What follows belongs to an exercise in optimizing a design on an open flow for small area; a production flow would make more cautious choices. Function was checked by simulation only, so behaviour that the tests miss may differ from the original. Power figures rest on the tool's default switching activity, not on a simulated workload. No driver is modelled on the clock port, so clocking that relies on it looks cheaper here than on a real chip.

Setup of lane 5:
==> flow/design.v <==
module tpu #(parameter N = 4, parameter K = 8) (
    input  logic s_clk,
    input  logic s_rst_n,
    input  logic s_update,
    input  logic s_in,
    output logic s_out
);
    reg [148:0] pc;
    always @(posedge s_clk)
        pc <= {s_in, pc[148:1]};
    reg [3:0] off;      
    reg [7:0] sc;       
    reg       zf;       
    always @(posedge s_clk) begin
        if (!s_rst_n) begin
            off <= 4'd0;
            sc  <= 8'd0;
            zf  <= 1'b1;
        end else if (s_update) begin
            off <= off + 4'd1;
            sc  <= 8'd0;
        end else if (sc != 8'd134) begin
            sc <= sc + 8'd1;
            if (sc == 8'd133) begin
                off <= 4'd0;
                zf  <= 1'b0;
            end
        end
    end
    wire [2:0] opcode = pc[148:146];
    wire [2:0] regno  = pc[145:143];
    wire dec   = s_rst_n && s_update && (off == 4'd0) && (opcode <= 3'd4);
    wire chain0 = pc[4'd15 - off];
    reg [1:0] ph;
    reg       act;
    reg [2:0] op;
    reg [2:0] rsel;
    reg [1:0] p1;       
    reg [6:0] cnt;
    reg       pnd;
    wire is_rhm = (op == 3'd0);
    wire is_lw  = (op == 3'd1);
    wire is_ls  = (op == 3'd2);
    wire is_mm  = (op == 3'd3);
    wire now   = dec && opcode == 3'd4 && ph == 2'd0;
    wire start = (dec || pnd) && ph == 2'd3;
    wire adv = act;
    always @(posedge s_clk) begin
        ph <= ph + 2'd1;
        if (!s_rst_n || start)
            pnd <= 1'b0;
        else if (dec && ph != 2'd3 && !now)
            pnd <= 1'b1;
        if (dec) begin
            op   <= opcode;
            rsel <= regno;
            p1   <= ph;
        end
        cnt <= now ? 7'd1 : start ? 7'd0 : cnt + 7'd1;
        if (start || now)
            act <= 1'b1;
        else if (cnt == 7'd127)
            act <= 1'b0;
    end
    reg wz, sz, mmz;
    always @(posedge s_clk) begin
        if (!s_rst_n) begin
            wz <= 1'b1;
            sz <= 1'b1;
        end else if (dec) begin
            if (opcode == 3'd1) wz <= 1'b0;
            if (opcode == 3'd2) sz <= 1'b0;
        end
        if (dec) mmz <= wz | sz;
    end
    reg [127:0] rf [0:K-1];
    wire [K-1:0] rbot;
    wire rout = rbot[dec ? regno : rsel];
    reg [3:0]  wt [0:N-1];
    reg [3:0]  wl [0:N-1][1:3];
    reg [3:0]  sl [0:15];                
    wire [3:0] sb;                       
    reg [5:0]  acc;
    wire [2:0] q = cnt[2:0];
    wire       slot = !q[2] && !mmz;     
    wire [5:0] psum = ({2'b0, sb[0] && slot ? wt[0] : 4'd0}
                     + {2'b0, sb[1] && slot ? wt[1] : 4'd0})
                    + ({2'b0, sb[2] && slot ? wt[2] : 4'd0}
                     + {2'b0, sb[3] && slot ? wt[3] : 4'd0});
    wire [6:0] msum = {1'b0, (q == 3'd0) ? 6'd0 : acc} + {1'b0, psum};
    wire       mbit = msum[0];
    always @(posedge s_clk)
        acc <= msum[6:1];
    wire rtap = pc[4'd11 + {2'b0, p1}];
    wire wd = (act && is_mm) ? mbit : (act && is_rhm) ? rtap : rout;
    genvar r, k, m;
    generate
        for (r = 0; r < K; r = r + 1) begin : g_rf
            wire sh = (act && rsel == r) || (now && regno == r);
            assign rbot[r] = rf[r][0];
            for (m = 0; m < 128; m = m + 1) begin : g_bit
                always @(posedge s_clk)
                    if (m % 4 != 3)
                        rf[r][m] <= rf[r][m + 1];
                    else if (m == 127)
                        rf[r][m] <= sh ? wd : rf[r][m - 3];
                    else
                        rf[r][m] <= sh ? rf[r][m + 1] : rf[r][m - 3];
            end
        end
        for (k = 0; k < N; k = k + 1) begin : g_ws
            wire wld = adv && is_lw && !cnt[2] && cnt[4:3] == k;
            wire wsh = wld || (adv && is_mm && cnt[4:2] == 3'b111);
            always @(posedge s_clk) begin
                if (wsh) wt[k] <= {wl[k][1][0], wt[k][3:1]};
                wl[k][1] <= {wsh ? wl[k][2][0] : wl[k][1][0], wl[k][1][3:1]};
                wl[k][2] <= {wsh ? wl[k][3][0] : wl[k][2][0], wl[k][2][3:1]};
                wl[k][3] <= {wld ? rout : wsh ? wt[k][0] : wl[k][3][0], wl[k][3][3:1]};
            end
            assign sb[k] = sl[4*k + cnt[4:3]][0];
        end
        wire sload = adv && is_ls && !cnt[2];
        for (k = 0; k < 16; k = k + 1) begin : g_sl
            wire sin = (k == 15) ? rout : sl[(k + 1) % 16][0];
            always @(posedge s_clk)
                sl[k] <= {sload ? sin : sl[k][0], sl[k][3:1]};
        end
    endgenerate
    reg von;
    reg [3:1] dl;
    always @(posedge s_clk) begin
        if (!s_rst_n) von <= 1'b0;
        else if (dec) von <= (opcode == 3'd4);
        dl <= {dl[2:1], rout};
    end
    wire wbit = (p1 == 2'd1) ? rout : (p1 == 2'd2) ? dl[1] : (p1 == 2'd3) ? dl[2] : dl[3];
    wire ovr = von && off == 4'd3 && !sc[7];
    assign s_out = !zf && (ovr ? wbit : chain0);
endmodule
clock: 6.0 ns
lec_check: 0
cap_margin: 20
core_margin: 2
core_utilization: 40
place_density: 0.6
slew_margin: 20
standard.sh (not shown) runs the stock make flow with config.mk's settings and CLKGATE_MAP_FILE= SYNTH_SCRIPT=/design/flow/synth_recipe.tcl, a recipe that flattens the netlist after the stock synthesis.
==> flow/flow/run.sh <==
#!/bin/bash
# The standard layout, with the clock tree built without dummy loads.
set -euo pipefail
bash standard.sh finish \
  "CTS_ARGS=-sink_clustering_enable -repair_clock_nets -dont_use_dummy_load -sink_clustering_size 32 -sink_clustering_max_diameter 80 -buf_list sky130_fd_sc_hd__clkbuf_16 -root_buf sky130_fd_sc_hd__clkbuf_8 -tree_buf sky130_fd_sc_hd__clkbuf_8" \
  > make_finish.log 2>&1
What lane 2 does differently from lane 5 at the input level:
diff --git a/flow/design.v b/flow/design.v
--- a/flow/design.v
+++ b/flow/design.v
@@ -32,5 +32,5 @@
     wire dec   = s_rst_n && s_update && (off == 4'd0) && (opcode <= 3'd4);
     wire chain0 = pc[4'd15 - off];
-    reg [1:0] ph;
+    reg [2:0] ph;
     reg       act;
     reg [2:0] op;
@@ -43,17 +43,17 @@
     wire is_ls  = (op == 3'd2);
     wire is_mm  = (op == 3'd3);
-    wire now   = dec && opcode == 3'd4 && ph == 2'd0;
-    wire start = (dec || pnd) && ph == 2'd3;
+    wire now   = dec && opcode == 3'd4 && ph[1:0] == 2'd0;
+    wire start = (dec || pnd) && ph[1:0] == 2'd3;
     wire adv = act;
     always @(posedge s_clk) begin
-        ph <= ph + 2'd1;
+        ph <= ph + 3'd1;
         if (!s_rst_n || start)
             pnd <= 1'b0;
-        else if (dec && ph != 2'd3 && !now)
+        else if (dec && ph[1:0] != 2'd3 && !now)
             pnd <= 1'b1;
         if (dec) begin
             op   <= opcode;
             rsel <= regno;
-            p1   <= ph;
+            p1   <= ph[1:0];
         end
         cnt <= now ? 7'd1 : start ? 7'd0 : cnt + 7'd1;
@@ -76,5 +76,5 @@
     reg [127:0] rf [0:K-1];
     wire [K-1:0] rbot;
-    wire rout = rbot[dec ? regno : rsel];
+    wire rout = rbot[dec ? regno : rsel] ^ ph[2];
     reg [3:0]  wt [0:N-1];
     reg [3:0]  wl [0:N-1][1:3];
@@ -93,5 +93,5 @@
         acc <= msum[6:1];
     wire rtap = pc[4'd11 + {2'b0, p1}];
-    wire wd = (act && is_mm) ? mbit : (act && is_rhm) ? rtap : rout;
+    wire wd = ((act && is_mm) ? mbit : (act && is_rhm) ? rtap : rout) ^ ph[2];
     genvar r, k, m;
     generate
@@ -104,7 +104,7 @@
                         rf[r][m] <= rf[r][m + 1];
                     else if (m == 127)
-                        rf[r][m] <= sh ? wd : rf[r][m - 3];
+                        rf[r][m] <= ~(sh ? wd : rf[r][m - 3]);
                     else
-                        rf[r][m] <= sh ? rf[r][m + 1] : rf[r][m - 3];
+                        rf[r][m] <= ~(sh ? rf[r][m + 1] : rf[r][m - 3]);
             end
         end
Notes after the runs:
Every stage of the flow completed for lane 2, and the final layout passed the timing, design-rule and antenna checks.
Relative to lane 5, utilization has gone up in lane 2.
Relative to lane 5, least setup slack across all paths after layout has increased by 230 ps in lane 2.
As of lane 2, peak clock frequency supported by timing had risen by a few percent compared to lane 5.
Floorplan check, lane 2 vs lane 5: die outline smaller in lane 2
~same part of the power in combinational logic in lane 2 and lane 5
Any difference in total routing usage reported by global routing between lane 2 and lane 5 is small enough to ignore.
Compared with lane 5, lane 2 shows number of vias in the routed layout lower by 0.95%.
For area fraction of clock buffers and clock inverters, lane 2 and lane 5 come out practically identical.
Row synthesized cell count: lane 2 higher / lane 5 lower
Arrival time of data at the critical path endpoint in lane 2 is 230 ps below lane 5.

port drivers added, routing unchanged:
The flow's constraints put no driver on any port. The routed layouts listed below were extracted and timed again, unchanged, in two steps. Step 1 assumes that a clkbuf_16 drives the clock port and a buf_2 every other input. Step 2, shift: input delay + t, output delay - t, t = (earliest + latest rising clock arrival at the registers) / 2. This alone moves slack from input paths to output paths. a / b / c = no drivers / after step 1 / after step 2; a / b = the first two.
run	t (ns)	setup WS [ns]	worst hold slack (ns)	latest minus earliest clock arrival (ns)	worst register clock-pin slew, ns
lane 5	0.759	0.383 / 0.354 / 0.354	0.276 / 0.276 / 0.276	0.096 / 0.096	0.11 / 0.11
lane 2	0.774	0.611 / 0.556 / 0.556	0.264 / 0.264 / 0.264	0.104 / 0.104	0.11 / 0.11
After both steps every run listed still meets setup and hold. The setup slack of lane 2, which loses most, moves by -0.055 ns with the drivers and by -0.055 ns with both steps.
